From an optimization exercise on the open Yosys and OpenROAD flow, aimed at small area, a short achievable clock period and few clock cycles per item; shortcuts taken in it are not production practice. No run shown here included a check of the RTL's function; only the layout flow was run. Power figures rest on the tool's default switching activity, not on a simulated workload.

File: flow/constraint.sdc
create_clock -name core_clock -period 8.0 [get_ports {clk}]
set_input_delay 1.6000 -clock core_clock [delete_from_list [all_inputs] [get_ports {clk}]]
set_output_delay 1.6000 -clock core_clock [all_outputs]
set_load 0.01 [all_outputs]
File: flow/config.mk
export PLATFORM = sky130hd
export DESIGN_NAME = SME
export DESIGN_NICKNAME = SME
export VERILOG_FILES = /design/flow/design.v
export SDC_FILE = /design/flow/constraint.sdc
export NUM_CORES = 4
export LEC_CHECK = 0
export CAP_MARGIN = 20
export CORE_MARGIN = 2
export CORE_UTILIZATION = 40
export SETUP_SLACK_MARGIN = 5
export SLEW_MARGIN = 20
File: flow/run.sh
#!/bin/bash
# synth_recipe.tcl (not shown) runs the flow's synth.tcl, then flattens the netlist and writes it again
# the make line also repeats each setting of config.mk as NAME=value (left out here)
make -C /OpenROAD-flow-scripts/flow DESIGN_CONFIG=/design/flow/config.mk WORK_HOME=/design/flow/orfs CLKGATE_MAP_FILE= SYNTH_SCRIPT=/design/flow/synth_recipe.tcl finish
File: flow/design.v
module SME ( clk, reset, chardata, isstring, ispattern, valid, match, match_index);
input clk;
input reset;
input [7:0] chardata;
input isstring;
input ispattern;
output valid;
output match;
output [4:0] match_index;
reg valid;
reg match;
reg [4:0] match_index;
reg [7:0] s [0:31];
reg [5:0] len;           
reg       str_q;         
integer n;
always @(posedge clk) begin
	if (isstring) begin
		for (n = 0; n < 31; n = n + 1)
			s[n] <= s[n+1];
		s[31] <= chardata;
		len <= str_q ? len + 6'd1 : 6'd1;
	end
end
wire in_car  = (chardata == 8'h5E);
wire in_dol  = (chardata == 8'h24);
wire in_dot  = (chardata == 8'h2E);
wire in_star = (chardata == 8'h2A);
wire [7:0] c_eff = (in_car | in_dol) ? 8'h20 : chardata;
reg [31:0] eq_q;         
reg        lit_q, dot_q, car_q, dol_q, star_q;
reg        pat_q;        
integer j;
always @(posedge clk) begin
	for (j = 0; j < 32; j = j + 1)
		eq_q[j] <= (s[j] == c_eff);
	lit_q  <= !(in_car | in_dol | in_dot | in_star);
	dot_q  <= in_dot;
	car_q  <= in_car;
	dol_q  <= in_dol;
	star_q <= in_star;
end
reg  [32:0] m;
reg  [4:0]  base;        
reg         starred;     
wire [5:0] lo = 6'd32 - len;
reg  [31:0] v;           
always @(*) begin
	for (j = 0; j < 32; j = j + 1)
		v[j] = (j >= lo);
end
reg [32:0] pre;
always @(*) begin
	pre[0] = m[0];
	for (j = 1; j < 33; j = j + 1)
		pre[j] = pre[j-1] | m[j];
end
reg [32:0] m_nxt;
always @(*) begin
	m_nxt[0] = (car_q & m[0]) |
	           (dol_q & m[0] & eq_q[0]) |
	           (star_q & pre[0]);
	for (j = 1; j < 32; j = j + 1)
		m_nxt[j] = (dot_q & m[j-1]) |
		           (lit_q & m[j-1] & eq_q[j-1]) |
		           (car_q & m[j] & (!m[j-1] | eq_q[j-1])) |
		           (dol_q & m[j] & eq_q[j]) |
		           (star_q & pre[j]);
	m_nxt[32] = (dot_q & m[31]) |
	            (lit_q & m[31] & eq_q[31]) |
	            (dol_q & m[32]) |
	            (star_q & pre[32]);
end
wire [4:0] base_nxt = (lit_q | dot_q) ? base - 5'd1 : base;
wire [32:0] m_res = star_q ? m : m_nxt;
reg [4:0] fs;
always @(*) begin
	fs = 5'd0;
	for (j = 31; j >= 0; j = j - 1)
		if (m_res[j]) fs = j;
end
always @(posedge clk) begin
	if (pat_q) begin
		m    <= m_nxt;
		base <= base_nxt;
	end else begin
		m    <= {1'b0, v};
		base <= len[4:0];
	end
end
always @(posedge clk or posedge reset) begin
	if (reset) begin
		str_q   <= 1'b0;
		pat_q   <= 1'b0;
		starred <= 1'b0;
		valid   <= 1'b0;
	end else begin
		str_q   <= isstring;
		pat_q   <= ispattern;
		starred <= pat_q & (starred | star_q);
		valid   <= pat_q & !ispattern;
	end
end
always @(posedge clk) begin
	match <= |m_res;
	if (!starred)
		match_index <= fs + base_nxt;
end
endmodule
==> impl_results.md, run 1 <==
* Status: finished clean
* CTS Root Cell: clkbuf_16
* DR vias at 11,557
* Post-DP Area at 17,400 um^2
* Fin Clk Skew at 0.0370 ns
* Count of pins over their slew limit at 0
* Worst Path Required at 8.31 ns
* Initial Util at 0.407
* 1st-iter DRT viols at 1,034
* Tot Pwr at 4.58 mW
* Hold Buf Count CTS at 0
* Final Cell Area at 19,900 um^2
* Synthesized flop and latch total at 347
* Syn Nets at 1,464
* Cell taking the most area after synthesis: edfxtp_1
* Hold_ws at 0.452 ns
* Cells after synthesis at 1,442
* Final layout net count at 1,503
* Worst-Skew Late Latency at 0.58 ns
* Synth unique cells at 73
* Pre-CTS setup slack at 3.33 ns
* RePlAce Congestion at 0.920
* End-of-flow core utilization at 0.485
* Worst slew pin tran at 0.908 ns
* Hpwl dp at 25,500 um
* Detail Route Antenna Nets at 0
* Power Dens Cells at 230 nW/um^2
* Nature of the critical path endpoint: flip-flop
* Number of global-route vias before repair at 11,269
* CTS tree: yes
* Largest net degree at the start of global routing at 157
* Crit Path Max Fanout at 4
* WL final at 44,100 um
* Yosys warning count at 2
* Arrival time worst endpoint at 3.86 ns
* Std cell rows at 74
* Critical path, cell by cell: buf_16 > or3b_1 > a222oi_1 > nor2b_1 > o311a_1 > o32a_1 > nand2_2 > ha_4 > inv_2 > fa_2 > inv_1 > a21o_1 > a21oi_2 > xor2_1 > xnor2_1
* Number of buffers added on ports at 18
* Ys flop type: edfxtp_1
* Vias/cell at 5.65
* Final worst slack at 4.45 ns
* Clock Sinks at 347
* Worst-path clk slew at 0.06 ns
* Initial DRT Pass Iterations at 5
* Critical path class: reg2reg
* Final Hold Violating Endpoints at 0
* Maximum vdd ir drop at 151 uV
* Unrepaired setup endpoints after global routing: true
* Tmin final at 3.55 ns
* Ports at 19
* Post-synth EDFFs at 267
* DRC at 0
* Die area at 43,400 um^2
* Mapped Avg Cell Area at 11.6 um^2
* Share of the synthesized area in the top cell type at 0.480
* Wire per inst at 21.6 um
* Final setup violation count at 0
* Global route overflow at 0
* Total GRT Usage at 0.195
* Max-Cap Viols at 0
* H-tree depth at 2
* CTS buffer count at 39
* Commonest non-fill, non-tap cell in the layout: edfxtp_1
* Hold WC Path Type: reg2reg
* First-pass GRT wire length at 65,500 um
* Fraction of final layout cells sized beyond drive strength 1 at 0.147
* Synth area leaders: edfxtp_1 (48%), xnor2_1 (11%), dfxtp_1 (9.1%)
* Critical path's slowest cell: a222oi_1
* Die height at 208 um
* Fmax at 0.282 GHz
* Core area at 41,000 um^2
* Most frequent cells in the layout: edfxtp_1 (267), xnor2_1 (193), nand2_1 (89), a21oi_1 (76), dfxtp_1 (71)
* Crit path largest cell delay at 0.42 ns
* Startpoint types: flip-flop
* CP delay by family, top: compound AO/OA/AOI/OAI gates
* Synthesis-to-finish area growth at 19.1%
* Non-filler cells, final at 2,044
* Antenna Cells at 0
* Clock Tree Buf Depth at 3
* Placed cell count at 1,912
* Slew Limit Headroom at 0.395
* LEAKAGE at 6.94 nW
* Filler cells at 3,627
* Post-Syn Area at 16,700 um^2
* Tcrit/Tclk final at 0.444
* Async S/R FF share, synth at 0.0115
* Seq/Total Area, Yosys at 0.577
* Initial antenna violation count at 0
* Chip width at 208 um
* Final TNS setup at 0 ns
* Worst path bufs/invs at 3
==> report_power, final <==
part	total (mW)	internal (mW)	switching, mW
Combinational	0.658	0.309	0.349
Sequential	2.19	2.08	0.110
Clock	1.73	0.996	0.733
==> sequential cells by signal (all words and copies together), names as in the netlist <==
signal       cells
s              256
m               33
eq_q            32
len              6
base             5
match_index      5
car_q            1
dol_q            1
dot_q            1
lit_q            1
match            1
pat_q            1
star_q           1
starred          1
str_q            1
valid            1
==> worst paths after layout <==
kind | cells past startpoint | slack [ns] | startpoint | to
min | 0 | 0.45 | s[9][6]$_DFFE_PP_ | s[8][6]$_DFFE_PP_
max | 15 | 4.45 | dot_q$_DFF_P_ | match_index[4]$_DFFE_PN_
max in group asynchronous | 2 | 6.58 | reset | pat_q$_DFF_PP0_
min in group asynchronous | 2 | 1.24 | reset | starred$_DFF_PP0_
min reg2reg | 0 | 0.45 | s[9][6]$_DFFE_PP_ | s[8][6]$_DFFE_PP_
max reg2reg | 15 | 4.45 | dot_q$_DFF_P_ | match_index[4]$_DFFE_PN_
==> cell usage after synthesis, types with 10 or more instances <==
| cell | count |
|---|---|
| a21oi_1 | 81 |
| nor2_1 | 54 |
| xnor2_1 | 205 |
| nand2_1 | 91 |
| nor2b_1 | 25 |
| a211oi_1 | 14 |
| nor3b_1 | 14 |
| o21ai_0 | 52 |
| nor3_1 | 44 |
| dfxtp_1 | 76 |
| o22ai_1 | 10 |
| inv_1 | 33 |
| o31ai_1 | 11 |
| and2_1 | 17 |
| clkbuf_1 | 49 |
| a31oi_1 | 16 |
| xor2_1 | 70 |
| edfxtp_1 | 267 |
| buf_1 | 16 |
| a21o_1 | 23 |
| nand4_1 | 33 |
| buf_2 | 25 |
| nand3_1 | 57 |
==> worst reg2reg max path: cells and delay by family, from the launching register on <==
| kind | cells | cell delay, ns |
|---|---|---|
| xor+xnor | 2 | 0.28 |
| buf+inv | 3 | 0.25 |
| flops | 1 | 0.40 |
| compound gates | 5 | 1.31 |
| simple gates | 3 | 0.58 |
| fa+ha+maj | 2 | 0.50 |
==> cell families after synthesis <==
| family | Yosys count | share of synthesized area |
|---|---|---|
| flops | 347 | 0.577 |
| simple gates | 385 | 0.120 |
| fa+ha+maj | 10 | 0.00794 |
| xor+xnor | 275 | 0.144 |
| buf+inv | 128 | 0.0318 |
| mux | 3 | 0.00195 |
| compound gates | 294 | 0.117 |
==> cell type report <==
class                   instances  area (um^2)  share of cell area
clock buffers                  59         1070              0.0539
well taps                     532          666              0.0335
multi-input cells             967         7000               0.352
repair buffers                 92         1210              0.0607
repair inverters                1         7.51            0.000377
clock inverters                13          146             0.00736
inverters                      33          135             0.00679
flip-flops and latches        347         9650               0.485
==> per-layer routing <==
layer / track usage / share of wire
met5: 0 / 0
met4: 0.0603 / 0.028
met3: 0.0362 / 0.064
met2: 0.319 / 0.47
met1: 0.264 / 0.44
==> timing repair <==
| action | 4_1_cts | 5_1_grt |
|---|---|---|
| pin swaps | 39 | 36 |
| endpoints found under the setup margin | 53 | 45 |
| resized for setup | 100 | 63 |
| setup buffers | 35 | 13 |
| gates cloned | 8 | 4 |
==> inputs of run 2 (changes only) <==
--- a/flow/design.v
+++ b/flow/design.v
@@ -28,3 +28,2 @@
 wire in_star = (chardata == 8'h2A);
-wire [7:0] c_eff = (in_car | in_dol) ? 8'h20 : chardata;
 reg [31:0] eq_q;         
@@ -35,3 +34,3 @@
 	for (j = 0; j < 32; j = j + 1)
-		eq_q[j] <= (s[j] == c_eff);
+		eq_q[j] <= (s[j] == chardata);
 	lit_q  <= !(in_car | in_dol | in_dot | in_star);
@@ -51,2 +50,7 @@
 end
+reg [31:0] sp;
+always @(*) begin
+	for (j = 0; j < 32; j = j + 1)
+		sp[j] = (s[j] == 8'h20);
+end
 reg [32:0] pre;
@@ -60,3 +64,3 @@
 	m_nxt[0] = (car_q & m[0]) |
-	           (dol_q & m[0] & eq_q[0]) |
+	           (dol_q & m[0] & sp[0]) |
 	           (star_q & pre[0]);
@@ -65,4 +69,4 @@
 		           (lit_q & m[j-1] & eq_q[j-1]) |
-		           (car_q & m[j] & (!m[j-1] | eq_q[j-1])) |
-		           (dol_q & m[j] & eq_q[j]) |
+		           (car_q & m[j] & (!m[j-1] | sp[j-1])) |
+		           (dol_q & m[j] & sp[j]) |
 		           (star_q & pre[j]);
==> impl_results.md, run 2 <==
* Std cell rows at 74 (unchanged)
* Fmax at 0.267 GHz (-5.3%)
* CP most frequent cell: buf_4
* CTS Root Cell: clkbuf_16
* Startpoint types: flip-flop
* Yosys warning count at 2 (unchanged)
* Initial antenna violation count at 0 (unchanged)
* Total GRT Usage at 0.181 (-0.0138)
* Final Hold Violating Endpoints at 0 (unchanged)
* Top Layer Used: met4
* Wire per inst at 20.1 um (-6.9%)
* CTS tree: yes
* Routed length on met1 at 18,300 um (-4.8%)
* Max-Cap Viols at 0 (unchanged)
* Crit Path Max Fanout at 4 (unchanged)
* Reg-to-reg setup timing slack at 4.25 ns (-0.20 ns)
* Largest net degree at the start of global routing at 140 (-11%)
* Hold Buf Count CTS at 0 (unchanged)
* Worst-Skew Late Latency at 0.52 ns (-0.06 ns)
* Tot Pwr at 4.21 mW (-8.0%)
* Number of buffers added on ports at 18 (unchanged)
* Seq/Total Area, Yosys at 0.579 (+0.00152)
* DR WL met3 at 1990 um (-29%)
* Final TNS setup at 0 ns (unchanged)
* Critical path class: reg2reg
* Detail Route Antenna Nets at 0 (unchanged)
* Maximum vdd ir drop at 145 uV (-4.1%)
* Hpwl dp at 25,400 um (-0.52%)
* DRC at 0 (unchanged)
* DR WL met2 at 18,900 um (-9.2%)
* Post-synth EDFFs at 267 (unchanged)
* Synth unique cells at 80 (+9.6%)
* Critical path, cell by cell: or4_4 > or3b_4 > o31ai_4 > a32o_2 > o211ai_2 > a221o_1 > a211oi_2 > buf_4 > buf_4 > o21ai_1 > ha_1 > a21o_1 > a21oi_2 > xnor2_1
* Die height at 208 um (-0.13%)
* Ports at 19 (unchanged)
* Syn Nets at 1,429 (-2.4%)
* CTS buffer count at 37 (-5.1%)
* Initial Util at 0.407 (about the same)
* Fin Clk Skew at 0.0153 ns (-0.0217 ns)
* Core area at 40,900 um^2 (-0.23%)
* Synthesized flop and latch total at 347 (unchanged)
* Global route overflow at 0 (unchanged)
* Initial DRT Pass Iterations at 5 (unchanged)
* Status: finished clean
* DR vias at 11,158 (-3.5%)
* Clock Tree Buf Depth at 3 (unchanged)
* Filler cells at 3,709 (+2.3%)
* Largest reg by FF count: s
* RePlAce Congestion at 0.859 (-6.7%)
* Synthesis-to-finish area growth at 13.6%
* LEAKAGE at 6.35 nW (-8.4%)
* Worst slew pin tran at 0.995 ns (+0.0869 ns)
* Cells after synthesis at 1,407 (-2.4%)
* Synth area leaders: edfxtp_1 (48%), xnor2_1 (14%), dfxtp_1 (9.1%)
* Die area at 43,300 um^2 (-0.26%)
* Async S/R FF share, synth at 0.0115 (unchanged)
* Worst Path Required at 8.27 ns (-0.04 ns)
* Slew Limit Headroom at 0.337 (-0.0579)
* Register-to-Register Path Depth at 14 (-1)
* Worst reg2reg endpoint: match_index[3]$_DFFE_PN_
* Reg2reg start: m[9]$_DFF_P_
* Arrival time worst endpoint at 4.02 ns (+0.16 ns)
* Tcrit/Tclk final at 0.468 (+0.0247)
* Most common cell in the netlist: xnor2_1
* Cell taking the most area after synthesis: edfxtp_1
* Nature of the critical path endpoint: flip-flop
* Worst path bufs/invs at 2 (-1)
* 1st-iter DRT viols at 803 (-22%)
* Biggest regs: s: 256 flops, m: 33 flops, eq_q: 32 flops
* First-pass GRT wire length at 63,100 um (-3.6%)
* Chip width at 208 um (-0.13%)
* Power Dens Cells at 223 nW/um^2 (-3.3%)
* Post-Syn Area at 16,700 um^2 (-0.26%)
* Mapped Avg Cell Area at 11.8 um^2 (+2.2%)
* Unrepaired setup endpoints after global routing: true
* Most frequent cells in the layout: xnor2_1 (270), edfxtp_1 (267), nor2_1 (92), nand2_1 (78), nand4_1 (70)
* CP delay by family, top: compound AO/OA/AOI/OAI gates
* Crit path largest cell delay at 0.56 ns (+0.14 ns)
* Number of global-route vias before repair at 11,345 (+0.67%)
* Hold WC Path Type: reg2reg
* Worst-path clk slew at 0.06 ns (about the same)
* Fraction of final layout cells sized beyond drive strength 1 at 0.123 (-0.0236)
* Largest register FFs at 256 (unchanged)
* Tmin final at 3.75 ns (+0.197 ns)
* Antenna Cells at 0 (unchanged)
* Vias/cell at 5.60 (-0.98%)
* Clock Sinks at 347 (unchanged)
* Worst Hold Endpoint: s[21][0]$_DFFE_PP_
* WL final at 40,000 um (-9.2%)
* Hold_sp: s[22][0]$_DFFE_PP_
* Final layout net count at 1,457 (-3.1%)
* Critical path's slowest cell: or4_4
* Final setup violation count at 0 (unchanged)
* Commonest non-fill, non-tap cell in the layout: xnor2_1
* Ys flop type: edfxtp_1
* Count of pins over their slew limit at 0 (unchanged)
* Hold Path Stages at 0 (unchanged)
* Top cells by count, synth: xnor2_1 (270), edfxtp_1 (267), nor2_1 (93), nand2_1 (79), dfxtp_1 (76)
* Share of the synthesized area in the top cell type at 0.481 (+0.00126)
* H-tree depth at 2 (unchanged)
-- run 2: cell type report --
type	instances	area [um^2]	area share
Clock buffer	48	1020	0.0538
Clock inverter	17	136	0.00721
Inverter	36	143	0.00754
Multi-Input combinational cell	955	6820	0.361
Sequential cell	347	9650	0.510
Tap cell	532	666	0.0352
Timing Repair Buffer	57	470	0.0249
Timing Repair inverter	1	7.51	0.000397
-- run 2: metrics by stage --
stage | instance area (um^2) | setup slack, ns | instances | hold slack (ns) | util
after floorplan | 16700 | 4.53 | 1407 | 0.463 | -
after global placement | 17400 | 3.83 | 1905 | 0.472 | 0.424
after detailed placement | 17400 | 3.70 | 1905 | 0.476 | 0.424
after CTS | 18700 | 4.27 | 1985 | 0.491 | 0.457
after global routing | 18900 | 4.11 | 1993 | 0.502 | 0.462
final | 18900 | 4.25 | 1993 | 0.488 | 0.462
-- run 2: how the worst max path moves through the flow --
stage	startpoint	endpoint	slack [ns]	cells after the start
2_1_floorplan	m[9]$_DFF_P_	match_index[4]$_DFFE_PN_	4.53	14
3_3_place_gp	star_q$_DFF_P_	match_index[4]$_DFFE_PN_	3.83	17
3_5_place_dp	star_q$_DFF_P_	match_index[4]$_DFFE_PN_	3.70	17
4_1_cts	m[9]$_DFF_P_	match_index[4]$_DFFE_PN_	4.27	14
5_1_grt	m[9]$_DFF_P_	match_index[4]$_DFFE_PN_	4.11	14
6_report	m[9]$_DFF_P_	match_index[3]$_DFFE_PN_	4.25	14
-- run 2: report_power, final --
group	switching, mW	internal (mW)
logic	0.224	0.177
registers	0.104	2.07
clock network	0.681	0.959
-- run 2: worst reg2reg max path: stages, from the launching register on --
cell,delay [ns]
dfxtp_2,0.32
or4_4,0.56
or3b_4,0.43
o31ai_4,0.23
a32o_2,0.29
o211ai_2,0.10
a221o_1,0.39
a211oi_2,0.23
buf_4,0.15
buf_4,0.09
o21ai_1,0.06
ha_1,0.27
a21o_1,0.16
a21oi_2,0.14
xnor2_1,0.09
-- run 2: metal layers --
layer,GRT usage,vias to the layer above
li1,-,5297
met1,0.251,5547
met2,0.297,249
met3,0.0308,65
met4,0.0448,0
met5,0,-
-- run 2: timing repair --
action | CTS | global route
gates cloned | 1 | 0
setup endpoints to repair | 12 | 9
gates resized for setup | 30 | 35
buffers inserted | 14 | 8
pin swaps | 14 | 16
-- run 2: kinds of logic after synthesis --
group | Yosys count | synth area share
buf+inv | 105 | 0.0249
fa+ha+maj | 10 | 0.00796
xor+xnor | 275 | 0.145
compound gates | 284 | 0.116
flops | 347 | 0.579
simple gates | 384 | 0.127
mux | 2 | 0.00120
==> inputs of run 3 (changes only) <==
--- a/flow/design.v
+++ b/flow/design.v
@@ -56,6 +56,9 @@
 reg [32:0] pre;
+integer d;
 always @(*) begin
-	pre[0] = m[0];
-	for (j = 1; j < 33; j = j + 1)
-		pre[j] = pre[j-1] | m[j];
+	pre = m;
+	for (d = 0; d < 6; d = d + 1)
+		for (j = 0; j < 33; j = j + 1)
+			if ((j >> d) & 1)
+				pre[j] = pre[j] | pre[((j >> d) << d) - 1];
 end
@@ -78,8 +81,26 @@
 wire [4:0] base_nxt = (lit_q | dot_q) ? base - 5'd1 : base;
-wire [32:0] m_res = star_q ? m : m_nxt;
-reg [4:0] fs;
+reg [32:0] x;
 always @(*) begin
-	fs = 5'd0;
-	for (j = 31; j >= 0; j = j - 1)
-		if (m_res[j]) fs = j;
+	for (j = 0; j < 32; j = j + 1)
+		x[j] = m[j] & ((lit_q & eq_q[j]) | dot_q | (dol_q & sp[j]) | star_q |
+		               (car_q & (j == 0 || !m[j-1] || sp[j-1])));
+	x[32] = m[32] & (dol_q | star_q);
+end
+reg [31:0] px, first;
+reg [4:0]  fs;
+always @(*) begin
+	px = x[31:0];
+	for (d = 0; d < 5; d = d + 1)
+		for (j = 0; j < 32; j = j + 1)
+			if ((j >> d) & 1)
+				px[j] = px[j] | px[((j >> d) << d) - 1];
+	first[0] = x[0];
+	for (j = 1; j < 32; j = j + 1)
+		first[j] = x[j] & !px[j-1];
+	for (d = 0; d < 5; d = d + 1) begin
+		fs[d] = 1'b0;
+		for (j = 0; j < 32; j = j + 1)
+			if ((j >> d) & 1)
+				fs[d] = fs[d] | first[j];
+	end
 end
@@ -108,5 +129,5 @@
 always @(posedge clk) begin
-	match <= |m_res;
+	match <= |x;
 	if (!starred)
-		match_index <= fs + base_nxt;
+		match_index <= fs + base;
 end
==> impl_results.md, run 3 <==
* Status: finished clean
* Fmax at 0.267 GHz (about the same)
* Synthesis-to-finish area growth at 20.1%
* Startpoint types: flip-flop
* Hold_ws at 0.486 ns (-0.00255 ns)
* End-of-flow core utilization at 0.489 (+0.0270)
* CTS tree: yes
* Final Hold Violating Endpoints at 0 (unchanged)
* Crit Path Max Fanout at 3 (-1)
* Max-Cap Viols at 0 (unchanged)
* Die area at 43,500 um^2 (+0.54%)
* Std cell rows at 74 (unchanged)
* Largest reg by FF count: s
* Initial Util at 0.407 (+0.000419)
* 1st-iter DRT viols at 1,185 (+48%)
* Hold WC Path Type: reg2reg
* Power Dens Cells at 222 nW/um^2 (-0.18%)
* Worst slew pin tran at 0.905 ns (-0.0900 ns)
* Share of the synthesized area in the top cell type at 0.488 (+0.00630)
* Count of pins over their slew limit at 0 (unchanged)
* H-tree depth at 2 (unchanged)
* Number of buffers added on ports at 18 (unchanged)
* Syn Nets at 1,432 (+0.21%)
* Most frequent cells in the layout: edfxtp_1 (272), xnor2_1 (265), nand2_1 (78), nor2_1 (77), nand4_1 (74)
* Tot Pwr at 4.47 mW (+6.1%)
* Unrepaired setup endpoints after global routing: true
* Initial antenna violation count at 1 (+1)
* Synthesized flop and latch total at 347 (unchanged)
* Wire per inst at 21.7 um (+7.9%)
* Final layout net count at 1,486 (+2.0%)
* Seq/Total Area, Yosys at 0.579 (about the same)
* WL final at 43,900 um (+9.6%)
* Vias/cell at 5.83 (+4.2%)
* Final setup violation count at 0 (unchanged)
* Number of global-route vias before repair at 11,674 (+2.9%)
* DRC at 0 (unchanged)
* RePlAce Congestion at 0.956 (+11%)
* Nature of the critical path endpoint: flip-flop
* CTS buffer count at 38 (+2.7%)
* Top cells by count, synth: edfxtp_1 (272), xnor2_1 (265), nand2_1 (78), nor2_1 (77), nand4_1 (74)
* Commonest non-fill, non-tap cell in the layout: edfxtp_1
* Clock Sinks at 347 (unchanged)
* Hold Buf Count CTS at 0 (unchanged)
* Initial DRT Pass Iterations at 8 (+3)
* Biggest regs: s: 256 flops, m: 33 flops, eq_q: 32 flops
* Post-Syn Area at 16,700 um^2 (+0.56%)
* Detail Route Antenna Nets at 0 (unchanged)
* Clock Tree Buf Depth at 3 (unchanged)
* Post-synth EDFFs at 272 (+1.9%)
* Tcrit/Tclk final at 0.468 (about the same)
* DR WL met2 at 20,400 um (+8.1%)
* DR WL met3 at 2800 um (+41%)
* Top Layer Used: met4
* Ports at 19 (unchanged)
* LEAKAGE at 6.75 nW (+6.2%)
* Largest register FFs at 256 (unchanged)
* Yosys warning count at 4 (+2)
* Worst Path Required at 8.26 ns (about the same)
* Die height at 209 um (+0.27%)
* DR vias at 11,809 (+5.8%)
* Worst-Skew Late Latency at 0.54 ns (+0.02 ns)
* Most common cell in the netlist: edfxtp_1
* Hpwl dp at 26,700 um (+5.1%)
* Async S/R FF share, synth at 0.0115 (unchanged)
* Cell taking the most area after synthesis: edfxtp_1
* Fraction of final layout cells sized beyond drive strength 1 at 0.173 (+0.0496)
* Ys flop type: edfxtp_1
* Synth unique cells at 77 (-3.8%)
* Worst-path clk slew at 0.06 ns (about the same)
* Non-filler cells, final at 2,025 (+1.6%)
* Cells after synthesis at 1,409 (+0.14%)
* Final TNS setup at 0 ns (unchanged)
* Synth area leaders: edfxtp_1 (49%), xnor2_1 (14%), dfxtp_1 (8.5%)
* Critical path class: reg2reg
* First-pass GRT wire length at 66,400 um (+5.2%)
* Mapped Avg Cell Area at 11.9 um^2 (+0.41%)
* Fin Clk Skew at 0.0115 ns (-0.00383 ns)
* Routed length on met1 at 19,800 um (+8.2%)
* Tmin final at 3.75 ns (+0.000310 ns)
* Antenna Cells at 0 (unchanged)
* Total GRT Usage at 0.195 (+0.0135)
* Slew Limit Headroom at 0.397 (+0.0600)
* Placed cell count at 1,906 (+0.052%)
* Maximum vdd ir drop at 182 uV (+25%)
* Chip width at 209 um (+0.27%)
* Global route overflow at 0 (unchanged)
* CTS Root Cell: clkbuf_16
* Arrival time worst endpoint at 4.01 ns (about the same)
* Core area at 41,100 um^2 (+0.45%)
* Largest net degree at the start of global routing at 155 (+11%)
[run 3: cell types whose count changed in the layout (fill, tap and decap cells not counted), moves of 10 or more]
cell     previous run  this run
a21o_1             27        10
buf_4              34        55
nor2_1             92        77
nor4_1             20         6
nor4_4              0        14
nor4b_1            15         5
nor4b_2             3        15
[run 3: layout make-up]
class	instances	area (um^2)
multi-input cells	966	7540
fillers	3644	21000
clock inverters	22	260
inverters	25	98.8
repair buffers	85	772
flip-flops and latches	347	9690
clock buffers	48	1080
well taps	532	666
[run 3: power breakdown]
group	switching (mW)	leakage, nW	total (mW)	internal (mW)
clock network	0.722	0.665	1.87	1.15
registers	0.119	3.30	2.19	2.07
logic	0.224	2.78	0.408	0.184
[run 3: what timing repair did]
item / in CTS / in global routing
gates resized for setup: 83 / 56
endpoints found under the setup margin: 10 / 10
cloned: 1 / 2
buffers inserted: 24 / 22
endpoints found under the hold margin: 0 / 0
pin swaps: 15 / 23
[run 3: path summary, 6_finish.rpt]
path	depth (start not counted)	to	slack, ns	start
max	14	match_index[4]$_DFFE_PN_	4.25	s[26][3]$_DFFE_PP_
min	0	s[7][5]$_DFFE_PP_	0.49	s[8][5]$_DFFE_PP_
max reg2reg	14	match_index[4]$_DFFE_PN_	4.25	s[26][3]$_DFFE_PP_
min reg2reg	0	s[7][5]$_DFFE_PP_	0.49	s[8][5]$_DFFE_PP_
max in group asynchronous	2	str_q$_DFF_PP0_	6.55	reset
min in group asynchronous	2	valid$_DFF_PP0_	1.27	reset
[run 3: stage by stage]
stage / setup WS (ns) / cell area, um^2
floorplan: 4.50 / 16900
global placement: 3.93 / 17600
detailed placement: 3.85 / 17600
CTS: 4.28 / 19600
global route: 4.10 / 20100
finish: 4.25 / 20100
[run 3: layer usage]
| layer | track usage | vias to the layer above |
|---|---|---|
| li1 | - | 5415 |
| met5 | 0 | - |
| met4 | 0.0520 | 0 |
| met3 | 0.0368 | 76 |
| met1 | 0.271 | 5925 |
| met2 | 0.314 | 393 |
[run 3: cells by family after synthesis]
family,synth area share
AND/OR/NAND/NOR,0.130
buffers and inverters,0.0220
XOR/XNOR,0.143
multiplexers,0.000598
flip-flops,0.579
AO/OA/AOI/OAI,0.117
adder cells (fa/ha/maj),0.00867
[run 3: worst max-delay path, cell delays in order (launching register included)]
cell and delay, ns:
edfxtp_1 0.44, nor4_4 0.40, buf_4 0.18, and4_1 0.20
a311oi_2 0.06, a22o_1 0.21, a31o_2 0.22, a32o_1 0.23
a221o_1 0.40, ha_2 0.21, fa_2 0.34, a21o_1 0.18
a21oi_2 0.13, xor2_1 0.18, xnor2_1 0.09

port drivers added, routing unchanged:
The results above use ideal ports. As a check the final layouts listed here were re-extracted and re-timed, cells and wires unchanged.
Step 1: set_driving_cell puts a clkbuf_16 on clk and a buf_2 on each other input, an assumption about the parent block.
Step 2 also shifts input and output timing later by t, the mid clock arrival at the registers, as if the neighbouring blocks saw the same clock.
Three values: no drivers, after step 1, after step 2; two values: the first two.
| run | t, ns | slack for setup (ns) | worst setup path after step 2 | latest minus earliest clock arrival (ns) | slew at the worst register clock pin (ns) |
|---|---|---|---|---|---|
| run 1 | 0.608 | 4.450 / 4.450 / 4.389 | input to register | 0.037 / 0.038 | 0.07 / 0.07 |
| run 2 | 0.567 | 4.252 / 4.252 / 4.252 | register to register | 0.016 / 0.016 | 0.06 / 0.06 |
| run 3 | 0.589 | 4.252 / 4.252 / 4.252 | register to register | 0.012 / 0.012 | 0.06 / 0.06 |
After both steps every run listed still meets setup and hold. The setup slack of run 1, which loses most, moves by 0.000 ns with the drivers and by -0.061 ns with both steps.
